Source: an optimization exercise on an open RTL-to-GDS flow (aim: small area and a short achievable clock period). Production flows keep margins and buffers that such runs may drop.
No functional check of the RTL was part of any run shown here.
No activity file was given, so power comes from the tool's default toggle rates.

==> flow/design.v (outline; a module is shown in full before it is edited, if it fits) <==
// module chip_top: 4085 lines
module chip_top
  ( input          clk_i
  , input          reset_i
  , input          v_i
  , input  [31:0]  a_i
  , input  [31:0]  b_i
  , output         v_o
  , output [63:0]  c_o
  );
  // ...
==> flow/run.sh <==
#!/bin/bash
# synth_recipe.tcl (not shown) runs the flow's synth.tcl, then flattens the netlist and writes it again
# the make line also repeats each setting of config.mk as NAME=value (left out here)
make -C /OpenROAD-flow-scripts/flow DESIGN_CONFIG=/design/flow/config.mk WORK_HOME=/design/flow/orfs CLKGATE_MAP_FILE= SYNTH_SCRIPT=/design/flow/synth_recipe.tcl finish
==> flow/config.mk <==
export PLATFORM = sky130hd
export DESIGN_NAME = chip_top
export DESIGN_NICKNAME = chip_top
export VERILOG_FILES = /design/flow/design.v
export SDC_FILE = /design/flow/constraint.sdc
export NUM_CORES = 4
export LEC_CHECK = 0
export ABC_AREA = 1
export CAP_MARGIN = 20
export CORE_MARGIN = 2
export CORE_UTILIZATION = 40
export SLEW_MARGIN = 20
==> flow/constraint.sdc <==
create_clock -name core_clock -period 7.5 [get_ports {clk_i}]
set_input_delay 1.5000 -clock core_clock [delete_from_list [all_inputs] [get_ports {clk_i}]]
set_output_delay 1.5000 -clock core_clock [all_outputs]
set_load 0.01 [all_outputs]
==> results.cfg, run 1 <==
[timing]
whs_ps = 329
post-route-period-util_pct = 50.5
setup_violations = 0
clock.fmax_mhz = 264
skew_ps = 34.2
hold_viol = 0

[cells_and_area]
stdcell_count = 5621
utilization_pct = 45.5
mostFrequentLayoutCell = inv_1
largest_class = multi-input combinational cells
antenna_cells = 0
nets = 4924
final_cell_mix = 727 x inv_1, 675 x nand2_1, 618 x dfxtp_1

[pwr]
total_power_mw = 20.9
comb_power_share_pct = 57.2
power_clock_mw = 3.60
intPower_mw = 11.4

[grt]
grt_use_met3_pct = 9.11
grt_first_pass_wirelength_um = 196000

[place]
portBuffers = 131
dp_hpwl_um = 93200
gp_congestion = 0.975
placed_cell_area_mm2 = 0.0417

[critical_path]
crit_end = r1_1311$_DFF_P_
required_ps = 8020
path_delay_family = adder cells
end_kind = flip-flop
critPathArrivalTime_ps = 4310
cpPeakStageDelay_ps = 820

[route]
top_layer = met5
ant_nets = 0
wire_per_inst_um = 23.7
dr_wl_met3_um = 16300
via_per_inst = 5.30

[synth]
async_flop_share_pct = 0
synth_edf_count = 0
yosysMostFrequentCell = inv_1
synth.largest_area_cell = dfxtp_1
yosysTopAreaCellShare_pct = 31.7

[run_status]
status = finished clean

[min_path]
whs_path_depth = 0
==> run 2, diff against run 1 <==
==> flow/flow/run.sh (new file) <==
#!/bin/bash
# Standard ORFS flow with one extra step after synthesis: flow/polfix.py
# removes inverters between full adders (and other self-dual cells) by
# choosing each cell's polarity; registers are not touched.
set -e
cp standard.sh standard.sh.txt 2>/dev/null || true
bash standard.sh synth > 1_synth_std.log 2>&1
R=orfs/results/${FLOW_PLATFORM}/chip_top/base
cp $R/1_2_yosys.v $R/1_2_yosys_std.v
python3 flow/polfix.py $R/1_2_yosys_std.v $R/1_2_yosys.v > polfix.log 2>&1
rm -f $R/1_synth.odb $R/1_synth.sdc
bash standard.sh finish > 2_finish_std.log 2>&1
==> flow/flow/polfix.py (new file) <==
#!/usr/bin/env python3
"""Inverter clean-up on a sky130hd gate netlist (yosys write_verilog output).

Full adders, majority and xor3 gates and buffers are self-dual
(f(~x) = ~f(x)), so a cell's polarity can be flipped for free: invert all its
inputs and outputs.  Simple gates can be swapped for their complement
(and2 <-> nand2, ...).  A local search picks polarities that minimise
inverter area (plus the area change of swapped gates); then every inverter
is rebuilt: one per source net that some load needs inverted.
usage: polfix.py in.v out.v
"""
import re, sys, random

LIB = '/OpenROAD-flow-scripts/flow/platforms/sky130hd/lib/sky130_fd_sc_hd__tt_025C_1v80.lib'
INV_AREA = 3.7536

def lib_info():
    txt = open(LIB).read()
    area = {}; outs = {}
    for m in re.finditer(r'\n    cell \("?(sky130_fd_sc_hd__\w+)"?\) \{', txt):
        name = m.group(1)
        end = txt.find('\n    cell (', m.end())
        body = txt[m.end(): end if end > 0 else len(txt)]
        a = re.search(r'area : ([\d.]+)', body)
        area[name] = float(a.group(1)) if a else 0.0
        o = set()
        for pm in re.finditer(r'\n        pin \("?(\w+)"?\) \{(.*?)\n        \}', body, re.S):
            if re.search(r'direction : "?output', pm.group(2)):
                o.add(pm.group(1))
        outs[name] = o
    return area, outs

AREA, OUTS = lib_info()
P = 'sky130_fd_sc_hd__'
SELFDUAL = re.compile(P + r'(fa|maj3|xor3|xnor3|buf|clkbuf)_\d+$')
INV = re.compile(P + r'(inv|clkinv)_\d+$')
COMP = [('and2', 'nand2'), ('or2', 'nor2'), ('and3', 'nand3'), ('or3', 'nor3'), ('and4', 'nand4'),
        ('or4', 'nor4'), ('xor2', 'xnor2'), ('a21o', 'a21oi'), ('o21a', 'o21ai'), ('a22o', 'a22oi'),
        ('o22a', 'o22ai'), ('a211o', 'a211oi'), ('o211a', 'o211ai'), ('a31o', 'a31oi'), ('o31a', 'o31ai'),
        ('a32o', 'a32oi'), ('o32a', 'o32ai'), ('a221o', 'a221oi'), ('o221a', 'o221ai'), ('a2111o', 'a2111oi'),
        ('o2111a', 'o2111ai'), ('a311o', 'a311oi'), ('o311a', 'o311ai'), ('a41o', 'a41oi'), ('o41a', 'o41ai'),
        ('a21bo', 'a21boi'), ('o21ba', 'o21bai'), ('mux2', 'mux2i'), ('nor2b', 'or2b'), ('and2b', 'nand2b')]
def comp_of(typ):
    m = re.match(P + r'(\w+?)_(\d+)$', typ)
    if not m:
        return None
    base = m.group(1)
    for x, y in COMP:
        for u, v in ((x, y), (y, x)):
            if base == u:
                for d in (m.group(2), '1', '2', '0', '4'):
                    cand = P + v + '_' + d
                    if cand in AREA:
                        return cand
    return None

src_txt = open(sys.argv[1]).read()
mod_m = re.search(r'module chip_top\((.*?)\);', src_txt, re.S)
ports = set()
for m in re.finditer(r'\n  (input|output)\s+(\[(\d+):(\d+)\]\s+)?(\S+);', src_txt):
    if m.group(2):
        hi, lo = int(m.group(3)), int(m.group(4))
        for i in range(min(hi, lo), max(hi, lo) + 1):
            ports.add('%s[%d]' % (m.group(5), i))
    ports.add(m.group(5))

inst_re = re.compile(r'\n  (sky130_fd_sc_hd__\w+)\s+(\\\S+ |\S+)\s*\((.*?)\n  \);', re.S)
insts = []
for m in inst_re.finditer(src_txt):
    pins = [(p, n.strip()) for p, n in re.findall(r'\.(\w+)\(([^()]*)\)', m.group(3))]
    insts.append([m.group(1), m.group(2), pins])
first = inst_re.search(src_txt).start()
last = max(m.end() for m in inst_re.finditer(src_txt))
head, tail = src_txt[:first], src_txt[last:]
assert 'assign' not in src_txt[first:last]

def key(n):
    return n.replace(' ', '')
driver = {}
for idx, (typ, name, pins) in enumerate(insts):
    for p, n in pins:
        if p in OUTS[typ] and n:
            driver[key(n)] = (idx, p)

# inverters that may be removed: not touching ports
removable = set()
for idx, (typ, name, pins) in enumerate(insts):
    if INV.match(typ):
        d = dict(pins)
        if key(d['Y']) not in ports and key(d['A']) not in ports:
            removable.add(idx)

def resolve(n):
    par = 0
    seen = 0
    while True:
        d = driver.get(key(n))
        if d is None or d[0] not in removable:
            return n, par
        n = dict(insts[d[0]][2])['A']
        par ^= 1
        seen += 1
        assert seen < 100

kind = {}
for idx, (typ, name, pins) in enumerate(insts):
    if idx in removable:
        continue
    if any(key(n) in ports for p, n in pins if p in OUTS[typ]):
        continue   # drives a port: frozen
    if SELFDUAL.match(typ):
        kind[idx] = 'sd'
    elif comp_of(typ):
        kind[idx] = 'comp'

# loads per source net
loads = {}       # src key -> list of [idx, pin_index, parity]
srcname = {}
cell_in = {}     # idx -> list of (srckey, load index)
for idx, (typ, name, pins) in enumerate(insts):
    if idx in removable:
        continue
    for pi, (p, n) in enumerate(pins):
        if p in OUTS[typ] or not n or "'" in n:
            continue
        s, par = resolve(n)
        k = key(s)
        srcname[k] = s
        loads.setdefault(k, []).append([idx, pi, par])
        cell_in.setdefault(idx, []).append((k, len(loads[k]) - 1))
cell_out = {}
for k in loads:
    d = driver.get(k)
    if d is not None:
        cell_out.setdefault(d[0], []).append(k)

x = {idx: 0 for idx in kind}
def xd(k):
    d = driver.get(k)
    return x.get(d[0], 0) if d else 0
def mism(k, ld):
    idx, pi, par = ld
    r = x.get(idx, 0) if kind.get(idx) == 'sd' else 0
    return par ^ r ^ xd(k)
mm = {k: sum(mism(k, ld) for ld in lds) for k, lds in loads.items()}
def comp_delta(idx):
    typ = insts[idx][0]
    return AREA[comp_of(typ)] - AREA[typ]

def flip_delta(idx):
    changes = {}
    for k in cell_out.get(idx, []):
        changes[k] = len(loads[k]) - mm[k]
    if kind[idx] == 'sd':
        for k, li in cell_in.get(idx, []):
            cur = changes.get(k, mm[k])
            # this load's status flips
            was = mism(k, loads[k][li])
            if k in cell_out.get(idx, []):
                was ^= 1
            changes[k] = cur + (-1 if was else 1)
    d = 0.0
    for k, new in changes.items():
        d += INV_AREA * ((new > 0) - (mm[k] > 0))
    if kind[idx] == 'comp':
        d += comp_delta(idx) * (1 if x[idx] == 0 else -1)
    return d, changes

def cost():
    c = sum(INV_AREA for k in mm if mm[k] > 0)
    c += sum(comp_delta(i) for i in x if x[i] and kind[i] == 'comp')
    return c

random.seed(1)
c0 = cost()
# topological initialisation: each self-dual cell follows the polarity its inputs arrive in
indeg = {}
succ = {}
for idx in range(len(insts)):
    if idx in removable:
        continue
    for k, li in cell_in.get(idx, []):
        d = driver.get(k)
        if d is not None and d[0] not in removable:
            succ.setdefault(d[0], []).append(idx)
            indeg[idx] = indeg.get(idx, 0) + 1
ready = [i for i in range(len(insts)) if i not in removable and indeg.get(i, 0) == 0]
topo = []
while ready:
    i = ready.pop()
    topo.append(i)
    for j in succ.get(i, []):
        indeg[j] -= 1
        if indeg[j] == 0:
            ready.append(j)
for idx in topo:
    if kind.get(idx) == 'sd':
        votes = 0
        for k, li in cell_in.get(idx, []):
            par = loads[k][li][2]
            votes += 1 if (par ^ xd(k)) else -1
        if votes > 0:
            x[idx] = 1
mm = {k: sum(mism(k, ld) for ld in lds) for k, lds in loads.items()}
order = list(kind)
for it in range(50):
    random.shuffle(order)
    improved = 0
    for idx in order:
        d, ch = flip_delta(idx)
        if d < -1e-9 or (d < 1e-9 and random.random() < 0.3 and it < 30):
            x[idx] ^= 1
            for k, v in ch.items():
                mm[k] = v
            if d < -1e-9:
                improved += 1
    if not improved and it >= 30:
        break
c1 = cost()
ninv0 = len(removable)

# rebuild
out_insts = []
newwires = []
invnet = {}
cnt = 0
for k, lds in loads.items():
    if mm[k] > 0:
        cnt += 1
        nn = 'polinv_net_%d' % cnt
        invnet[k] = nn
        newwires.append(nn)
        out_insts.append((P + 'inv_1', 'polinv_%d' % cnt, [('A', srcname[k]), ('Y', nn)]))
newpins = {}
for k, lds in loads.items():
    for ld in lds:
        idx, pi, par = ld
        n = invnet[k] if mism(k, ld) else srcname[k]
        newpins[(idx, pi)] = n
ncomp = 0
for idx, (typ, name, pins) in enumerate(insts):
    if idx in removable:
        continue
    pl = []
    for pi, (p, n) in enumerate(pins):
        pl.append((p, newpins.get((idx, pi), n)))
    if kind.get(idx) == 'comp' and x[idx]:
        nt = comp_of(typ)
        o_old = list(OUTS[typ])[0]; o_new = list(OUTS[nt])[0]
        pl = [((o_new if p == o_old else p), n) for p, n in pl]
        typ = nt
        ncomp += 1
    out_insts.append((typ, name, pl))

def esc(n):
    return n + ' ' if n.startswith('\\') else n
body = []
for typ, name, pl in out_insts:
    body.append('  %s %s (\n%s\n  );' % (typ, name, ',\n'.join('    .%s(%s)' % (p, esc(n)) for p, n in pl)))
head2 = head + ''.join('  wire %s;\n' % w for w in newwires)
open(sys.argv[2], 'w').write(head2 + '\n'.join(body) + tail)
sys.stderr.write('polfix: inverters %d -> %d, complemented gates %d, cost %.0f -> %.0f um2\n' % (ninv0, cnt, ncomp, c0, c1))
==> flow/standard.sh (new file) <==
#!/bin/bash
# synth_recipe.tcl (not shown) runs the flow's synth.tcl, then flattens the netlist and writes it again
# the make line also repeats each setting of config.mk as NAME=value (left out here)
make -C /OpenROAD-flow-scripts/flow DESIGN_CONFIG=/design/flow/config.mk WORK_HOME=/design/flow/orfs CLKGATE_MAP_FILE= SYNTH_SCRIPT=/design/flow/synth_recipe.tcl "${@:-finish}"
--- a/flow/config.mk
+++ b/flow/config.mk
@@ -9,4 +9,5 @@
 export CAP_MARGIN = 20
 export CORE_MARGIN = 2
 export CORE_UTILIZATION = 40
+export SETUP_SLACK_MARGIN = 4.5
 export SLEW_MARGIN = 20
removed: flow/run.sh
==> run 2 against run 1 <==
Net effect:
- total power grew 1.1%
- critical path type unchanged
- global-route usage shrank 0.38 points
- non-clock buffer count grew 45
- sequential share of layout area grew 0.10 points
- synthesized cell count shrank 5.5%
- die area shrank 2.0%
- still clean on timing, DRC and antenna
==> results.cfg, run 2 <==
[synth]
syn_inst = 4019
synth_area_mm2 = 0.0383
syn_nets = 4653
yosys_warnings = 1
avgSynthCellArea_um2 = 9.54

[cells_and_area]
syn_to_final_growth_pct = 14.6
final_layout_size_suffix_gt1_share_pct = 8.32
largestRegisters = c_r (64), fx_r (64), fy_r (63)
nets = 4736
final_cell_mix = 642 x nand2_1, 614 x dfxtp_1, 541 x xor2_1
mostFrequentLayoutCell = nand2_1
stdcell_count = 5425

[pwr]
power_density_mw_per_mm2 = 480
total_power_mw = 21.1
p_leak_nw = 20.0
irDropWorstVdd_uv = 408

[critical_path]
end_kind = flip-flop
critPathLaunchType = flip-flop
critPathArrivalTime_ps = 3530
r2r_slack_ps = 4520
crit_fanout = 32
required_ps = 8050
r2r-start = a_r[28]$_DFF_P_
setup.worst_path.start = a_r[28]$_DFF_P_
worst-setup-path-type = flip-flop to flip-flop

[clocking]
cts_tree = built
cts.sink_count = 619
root_buffer = clkbuf_16
cts_made_buffers = 72
postCtsHoldBufs = 0
htree_levels = 3
clk_pin_slew_ps = 60
clock_path_buffers = 3
insertion_delay_ps = 650

[grt]
grt_max_degree = 55
antenna_found_initial = 5
grt_pass1_vias = 30181
grt_use_total_pct = 26.3
gr-total-overflow = 0
grt_first_pass_wirelength_um = 191000

[min_path]
hold_class = flip-flop to flip-flop
holdCritStartpoint = r1_1166$_DFF_P_

[timing]
drv_slew = 0
rsz0062_at_grt = true
fin_crit_ps = 2980
worst_pin_slew_ps = 821
hold_viol = 0
clock.fmax_mhz = 335
fin_ws_ps = 4520
skew_ps = 43.1
post-route-period-util_pct = 39.8
whs_ps = 326
setup_violations = 0
setup_tns_ps = 0
max_slew_margin_pct = 45.3

[place]
dp_hpwl_um = 89200
gp_congestion = 0.963
portBuffers = 131
place_inst = 5246
place_ws_ps = 3860

[route]
wl_um = 130000
wire_per_inst_um = 23.9
vias = 29139
drtIter0Drc = 3000
via_per_inst = 5.37
route.detailed.drc = 0
ant_nets = 0
firstDrtPassIters = 6

[floorplanning]
die_h_um = 314
io_pins = 132
core_region_area_mm2 = 0.0950
die_w_um = 314
initial_core_util_pct = 40.4
rows = 113
die-area_mm2 = 0.0983

[run_status]
status = finished clean

[run]
cap_viol_max_count = 0
[run 2: what timing repair did]
| item | CTS | global route |
|---|---|---|
| setup endpoints to repair | 122 | 45 |
| cloned | 0 | 1 |
| gates resized for setup | 76 | 60 |
| setup buffers | 32 | 14 |
| pin swaps | 1 | 4 |
[run 2: cell type report]
| type | instances | area [um^2] |
|---|---|---|
| sequential | 619 | 12400 |
| multi-input combinational | 2628 | 23000 |
| fill | 8992 | 51100 |
| antenna | 3 | 7.51 |
| clock inverter | 30 | 333 |
| tap | 1265 | 1580 |
| clock buffer | 99 | 2090 |
| timing repair buffer | 258 | 2450 |
| inverter | 523 | 2050 |
[run 2: critical path, stage by stage (launching register included)]
cell and delay, ps:
dfxtp_1 310, inv_1 50, buf_4 420, o22ai_1 160, xor2_1 190, fa_1 560
inv_1 100, fa_1 490, fa_1 540, inv_1 40
[run 2: final timing paths]
| check | to | cells after the start |
|---|---|---|
| min | fy_r[0]$_DFF_P_ | 0 |
| min reg2reg | fy_r[0]$_DFF_P_ | 0 |
| max | r1_1371$_DFF_P_ | 9 |
| max reg2reg | r1_1371$_DFF_P_ | 9 |
[run 2: power breakdown]
part | total, mW | leakage [nW] | switching, mW | internal, mW
registers | 5.30 | 5.22 | 0.563 | 4.73
clock network | 3.57 | 1.18 | 1.44 | 2.13
logic | 12.2 | 13.6 | 7.59 | 4.63
[run 2: through the flow]
step / utilization (%) / area, um^2
5_1_grt: 46.2 / 43900
3_5_place_dp: 43.0 / 40800
4_1_cts: 45.9 / 43600
2_1_floorplan: - / 38300
3_3_place_gp: 43.0 / 40800
6_report: 46.2 / 43900
[run 2: metal layers]
metal  routed length, um  track usage (%)
met1               50100             32.7
met2               55900             39.8
met3               15300             8.83
met4                8410             15.1
met5                  42                0

[what the ideal ports hide]
How much do the figures lean on ideal ports? The routed layouts below were timed once more, with nothing changed but the port constraints. Step 1 (the two cells are an assumption about what drives the block):
set clk [get_ports {clk_i}]
set_driving_cell -lib_cell sky130_fd_sc_hd__clkbuf_16 $clk
set_driving_cell -lib_cell sky130_fd_sc_hd__buf_2 [delete_from_list [all_inputs] $clk]
Step 2 adds t to the input delays and takes it off the output delays; t is the mean of the earliest and latest rising clock arrival at the registers after step 1. Input paths then give back, and output paths get back, about the clock's delay inside the block. Slacks: ideal ports / drivers / drivers and shift; pairs: ideal ports / drivers.
run | t, ns | setup slack, ns | worst setup path after step 2
run 1 | 0.696 | 3.711 / 3.711 / 3.711 | register to register
run 2 | 0.693 | 4.517 / 4.483 / 4.517 | register to register
After both steps setup and hold are still met in every run listed.
